Source: an optimization exercise on an open RTL-to-GDS flow (aim: small area, a short achievable clock period and few clock cycles). Production flows keep margins and buffers that such runs may drop.
Power and IR drop assume default switching activity.

==> flow/design.v (excerpt) <==
module cpu(clk, reset, read_data, datapath_out, mem_cmd, mem_addr);
clock: 6.0 ns
lec_check: 0
abc_area: 1
cap_margin: 20
core_margin: 2
core_utilization: 40
cts_cluster_diameter: 150
cts_cluster_size: 22
place_density: 0.75
setup_slack_margin: 3.0
slew_margin: 20
run.sh (not shown) runs the stock make flow with config.mk's settings and CLKGATE_MAP_FILE= SYNTH_SCRIPT=/design/flow/synth_recipe.tcl, a recipe that flattens the netlist after the stock synthesis.
The starting point completed with no timing, DRC or antenna violations.
Rerun with:
PLACE_DENSITY = not set   (was 0.75)
SETUP_SLACK_MARGIN = 3.2   (was 3.0)
=> Final area went up by a little under a tenth. Wire length went up by a little under a tenth. Synthesized cell count stays the same.
No run of this note included a check of the RTL's function; only the layout flow was run.

Setup of run A:
The RTL this note starts from:
==> flow/design.v <==
module cpu(clk, reset, read_data, datapath_out, mem_cmd, mem_addr);
  input clk, reset;
  input [15:0] read_data;
  output [15:0] datapath_out;
  output reg [1:0] mem_cmd;   
  output reg [8:0] mem_addr;
  reg [15:0] R [0:7];
  reg [15:0] w1;        
  reg [2:0]  w1b;       
  reg [7:0]  w1a;       
  reg        v1;        
  reg [15:0] ir;
  reg [2:0]  irb;       
  reg        sn, sl, sr, sa;  
  reg        oi, om, oa, on, ov;  
  reg        wd;        
  reg [2:0]  wn;        
  reg        ex;        
  reg        mo;        
  reg        fe;        
  reg        irv;       
  reg [15:0] A, B;
  reg [8:0]  ma;
  reg        mab;       
  reg        inflight;  
  reg        ldwb;      
  reg [2:0]  ld_rd;
  reg        halted;
  reg [8:0]  pc;        
  wire [2:0] opcode = ir[15:13];
  wire [1:0] op     = ir[12:11];
  wire [1:0] sh     = ir[4:3];
  wire is_ldr = opcode == 3'b011;
  wire is_str = opcode == 3'b100;
  wire is_hlt = opcode == 3'b111;
  wire exec   = ex;
  wire memop  = mo;
  wire [15:0] sb = ({16{sn}} & B) | ({16{sl}} & {B[14:0], 1'b0}) |
                   ({16{sr | sa}} & {1'b0, B[15:1]}) | {sa & B[15], 15'b0};
  wire [15:0] sum;
  pfx_add #(16) add16 (.a(A), .b(sb), .s(sum));
  reg [15:0] res;
  always_comb
    res = ({16{oi}} & {{8{ir[7]}}, ir[7:0]}) | ({16{om}} & sb) | ({16{oa}} & sum) |
          ({16{on}} & (A & sb)) | ({16{ov}} & ~sb);
  wire       wr   = wd;
  wire [2:0] wnum = wn;
  wire        wx    = exec & wr;
  wire        we    = ldwb | wx;
  wire [2:0]  waddr = ldwb ? ld_rd : wnum;
  wire [15:0] wdata = ldwb ? read_data : res;
  always_ff @(posedge clk) begin
    if (we) R[waddr] <= wdata;
  end
  wire adv  = ~irv | exec;    
  wire take = ~v1 | adv;      
  wire fetch = fe;
  assign datapath_out = B;
  always_comb mem_addr = memop ? ma : pc;
  wire [2:0] sela = w1[10:8];
  wire [2:0] selb = w1b;
  wire hitxa = wx & (wnum == sela);
  wire hitxb = wx & (wnum == selb);
  wire hitla = ldwb & (ld_rd == sela);
  wire hitlb = ldwb & (ld_rd == selb);
  wire [7:0] oha = w1a;
  wire [7:0] ohb = 8'b1 << selb;
  reg [15:0] ra, rb;
  integer k;
  always_comb begin
    ra = 16'b0;
    rb = 16'b0;
    for (k = 0; k < 8; k = k + 1) begin
      ra = ra | ({16{oha[k]}} & R[k]);
      rb = rb | ({16{ohb[k]}} & R[k]);
    end
  end
  wire [8:0] ma_r;
  pfx_add #(9) addr_r (.a(ra[8:0]), .b({{4{w1[4]}}, w1[4:0]}), .s(ma_r));
  wire hla = ldwb & (ld_rd == ir[10:8]);
  wire hlb = ldwb & (ld_rd == irb);
  wire [8:0] ma_h;
  pfx_add #(9) addr_h (.a(A[8:0]), .b({{4{ir[4]}}, ir[4:0]}), .s(ma_h));
  always_ff @(posedge clk) begin
    if (adv) begin
      ir  <= w1;
      irb <= w1b;
      sn  <= w1[4:3] == 2'b00;
      sl  <= w1[4:3] == 2'b01;
      sr  <= w1[4:3] == 2'b10;
      sa  <= w1[4:3] == 2'b11;
      oi  <= w1[15:13] == 3'b110 && w1[12:11] == 2'b10;
      om  <= w1[15:13] == 3'b110 && w1[12:11] != 2'b10;
      oa  <= w1[15:13] != 3'b110 && w1[12:11] == 2'b00;
      on  <= w1[15:13] != 3'b110 && w1[12:11] == 2'b10;
      ov  <= w1[15:13] != 3'b110 && w1[11];
      wd  <= (w1[15:13] == 3'b110 && (w1[12:11] == 2'b10 || w1[12:11] == 2'b00)) ||
             (w1[15:13] == 3'b101 && w1[12:11] != 2'b01);
      wn  <= (w1[15:13] == 3'b110 && w1[12:11] == 2'b10) ? w1[10:8] : w1[7:5];
      A   <= hitxa ? res : (hitla ? read_data : ra);
      B   <= hitxb ? res : (hitlb ? read_data : rb);
      ma  <= ma_r;
      mab <= hitxa | hitla;
    end else begin
      if (hla) A <= read_data;
      if (hlb) B <= read_data;
      if (mab) ma <= ma_h;
      mab <= hla;
    end
    if (take) begin
      w1  <= read_data;
      w1b <= (read_data[14] | read_data[13]) ? read_data[2:0] : read_data[7:5];
      w1a <= 8'b1 << read_data[10:8];
    end
    ld_rd <= wnum;
  end
  wire mab_n = adv ? (hitxa | hitla) : hla;
  wire mem_n = adv ? (w1[15:13] == 3'b011 || w1[15:13] == 3'b100) : (is_ldr | is_str);
  wire [15:0] ir_n = adv ? w1 : ir;
  wire [15:0] w1_n = take ? read_data : w1;
  wire irv_n    = adv ? v1 : irv;
  wire v1_n     = take ? inflight : v1;
  wire ldwb_n   = memop & is_ldr;
  wire halted_n = halted | (exec & is_hlt);
  wire ex_n     = irv_n & ~ldwb_n & ~halted_n & ~(mab_n & mem_n);
  wire mo_n     = irv_n & ~ldwb_n & ~halted_n & ~mab_n & mem_n;
  wire wd_n     = adv ? ((w1[15:13] == 3'b110 && (w1[12:11] == 2'b10 || w1[12:11] == 2'b00)) ||
                         (w1[15:13] == 3'b101 && w1[12:11] != 2'b01)) : wd;
  wire [2:0] wn_n = adv ? ((w1[15:13] == 3'b110 && w1[12:11] == 2'b10) ? w1[10:8] : w1[7:5]) : wn;
  wire [8:0] pc_n = fetch ? pc + 9'd1 : pc;
  wire stall_n  = (v1_n & fetch & ex_n & wd_n & (wn_n == w1_n[10:8]) &
                   (w1_n[15:13] == 3'b011 || w1_n[15:13] == 3'b100)) |
                  (v1_n & ldwb_n & (wn == ir_n[10:8]) & (ir_n[15:13] == 3'b011 || ir_n[15:13] == 3'b100));
  wire fe_n     = ~mo_n & ~halted_n & ~stall_n & ~(pc_n[8] & (fetch | v1_n | irv_n));
  always_ff @(posedge clk) begin
    if (reset) begin
      pc       <= 9'd0;
      v1       <= 1'b0;
      irv      <= 1'b0;
      inflight <= 1'b0;
      ldwb     <= 1'b0;
      halted   <= 1'b0;
      ex       <= 1'b0;
      mo       <= 1'b0;
      fe       <= 1'b1;
      mem_cmd  <= 2'b01;
    end else begin
      fe       <= fe_n;
      mem_cmd  <= mo_n ? ((ir_n[15:13] == 3'b100) ? 2'b10 : 2'b01) : (fe_n ? 2'b01 : 2'b00);
      ex <= ex_n;
      mo <= mo_n;
      if (fetch) pc <= pc + 9'd1;
      inflight <= fetch;
      if (take) v1 <= inflight;
      if (adv) irv <= v1;
      ldwb <= memop & is_ldr;
      if (exec & is_hlt) halted <= 1'b1;
    end
  end
endmodule
module pfx_add #(parameter W = 16) (a, b, s);
  input  [W-1:0] a, b;
  output [W-1:0] s;
  parameter L = 4;  
  wire [W-1:0] g [0:L];
  wire [W-1:0] p [0:L];
  assign g[0] = a & b;
  assign p[0] = a ^ b;
  genvar k, i;
  generate
    for (k = 0; k < L; k = k + 1) begin : lvl
      for (i = 0; i < W; i = i + 1) begin : bit_
        if (i >= (1 << k)) begin : c
          assign g[k+1][i] = g[k][i] | (p[k][i] & g[k][i-(1<<k)]);
          assign p[k+1][i] = p[k][i] & p[k][i-(1<<k)];
        end else begin : n
          assign g[k+1][i] = g[k][i];
          assign p[k+1][i] = p[k][i];
        end
      end
    end
  endgenerate
  assign s = p[0] ^ {g[L][W-2:0], 1'b0};
endmodule
Settings: LEC_CHECK=0, ABC_AREA=1, CAP_MARGIN=20, CORE_MARGIN=2, CORE_UTILIZATION=40, CTS_CLUSTER_DIAMETER=150, CTS_CLUSTER_SIZE=22, SETUP_SLACK_MARGIN=3.1, SLEW_MARGIN=20; clock period 6.0 ns.
For run B, these inputs were changed with respect to run A:
Settings: changing SETUP_SLACK_MARGIN from 3.1 to 3.0; changing CORE_UTILIZATION from 40 to 50; setting PLACE_DENSITY to 0.7 for the first time.
## What came out
- In summary, run B completed successfully, with a layout that passed the timing, DRC and antenna checks.
- The higher global-route usage came out of run B.
- The final reports for run B and run A show relative max-transition margin lower in the former.
- Of run B and run A, run A shows the higher cell count, with run B below it.
- Compare run B and run A | die area higher: run A
- [diff] sum of routed wire length over all layers, run B relative to run A: improvement
- Summary of run B over run A: power share of the combinational group moved down, fraction of area in registers increased 1.6 points.
- Comparing run B and run A, the lower number of global-route vias before repair is on run B.
## Diff of input files: run C against run B
Settings: a change of SETUP_SLACK_MARGIN from 3.0 to 3.3; a change of CORE_UTILIZATION from 50 to 40; a deleted PLACE_DENSITY that had been 0.7.
### Flow results
Run C against run B: period utilization went down 1.3 points; worst setup slack went up 0.076 ns.
Data arrival time of the worst path was lower in the run labelled run C.
--- input diff run C..run D ---
Settings: SLEW_MARGIN now 5, was 20; SETUP_SLACK_MARGIN now 3.0, was 3.3; CAP_MARGIN now 5, was 20.
==> run notes <==
On mean routed wirelength per cell, the higher figure sits with run C, not run D.
[compare] base=run C new=run D: worst hold slack grew by 0.037 ns; register fraction of the total cell area now sits higher; post-layout minimum cycle time higher; maximum number of pins on one net before global-route repair rose 1; number of clock buffer instances in the layout has remained practically unchanged.
Critical path depth | run D below run C
Summary — iteration count of the initial detailed-routing pass, run D relative to run C: higher, by 1.
Looking at source of the critical timing path, the sr$_DFFE_PN_ result is from run C; the sa$_DFFE_PN_ one comes from run D.
Here is what was changed in the inputs of run E compared with run D.
Settings: a change of SLEW_MARGIN from 5 to 20; a change of CAP_MARGIN from 5 to 20.
### Flow results
Between run E and run D, the difference in number of filler cells placed in the layout is negligible.
Run E vs run D — final period utilization dropped 1.3 points.
Comparing run D against run E, there is no change at all in maximum count of clock buffers along a single path.
Summary: with run D as the reference, non-clock buffer count in run E moved down by more than 10%.
[run E] post-route minimum period fell 0.079 ns relative to run D
Of run E and run D, the run reporting the higher total power was run D.
[run E] area of the multi-input gates fell 1.5% relative to run D
Cmp run E vs run D: worst setup slack higher in run E
From run D to run E the numbers moved as follows: peak clock frequency supported by timing now sits higher; worst slack on hold paths now sits at about the same level; wire length on met1 now sits higher.
No functional check of the RTL was part of any run of this note.

## re-timing with driven ports
How much do the figures lean on ideal ports? The routed layouts below were timed once more, with nothing changed but the port constraints.
Step 1, drivers: a clkbuf_16 drives clk and a buf_2 each remaining input, both assumed.
Step 2 also shifts input and output timing later by t, the mid clock arrival at the registers, as if the neighbouring blocks saw the same clock.
a / b / c = ideal ports / drivers / drivers and shift; a / b = the first two.
| run | t (ns) | slack for setup (ns) | clock arrival spread, ns |
|---|---|---|---|
| the first run of note 1 | 0.538 | 3.029 / 3.029 / 2.861 | 0.042 / 0.042 |
| the second run of note 1 | 0.536 | 3.023 / 3.023 / 2.990 | 0.022 / 0.022 |
| run A | 0.547 | 3.140 / 3.087 / 2.930 | 0.029 / 0.028 |
| run B | 0.536 | 3.054 / 3.054 / 2.831 | 0.034 / 0.034 |
| run C | 0.559 | 3.130 / 3.130 / 2.990 | 0.039 / 0.040 |
| run D | 0.546 | 3.005 / 3.005 / 2.723 | 0.032 / 0.031 |
| run E | 0.545 | 3.084 / 3.042 / 2.851 | 0.031 / 0.030 |
After both steps every run listed still meets setup and hold. For run D, which loses most, drivers alone change the setup slack by 0.000 ns; drivers and shift together by -0.282 ns.
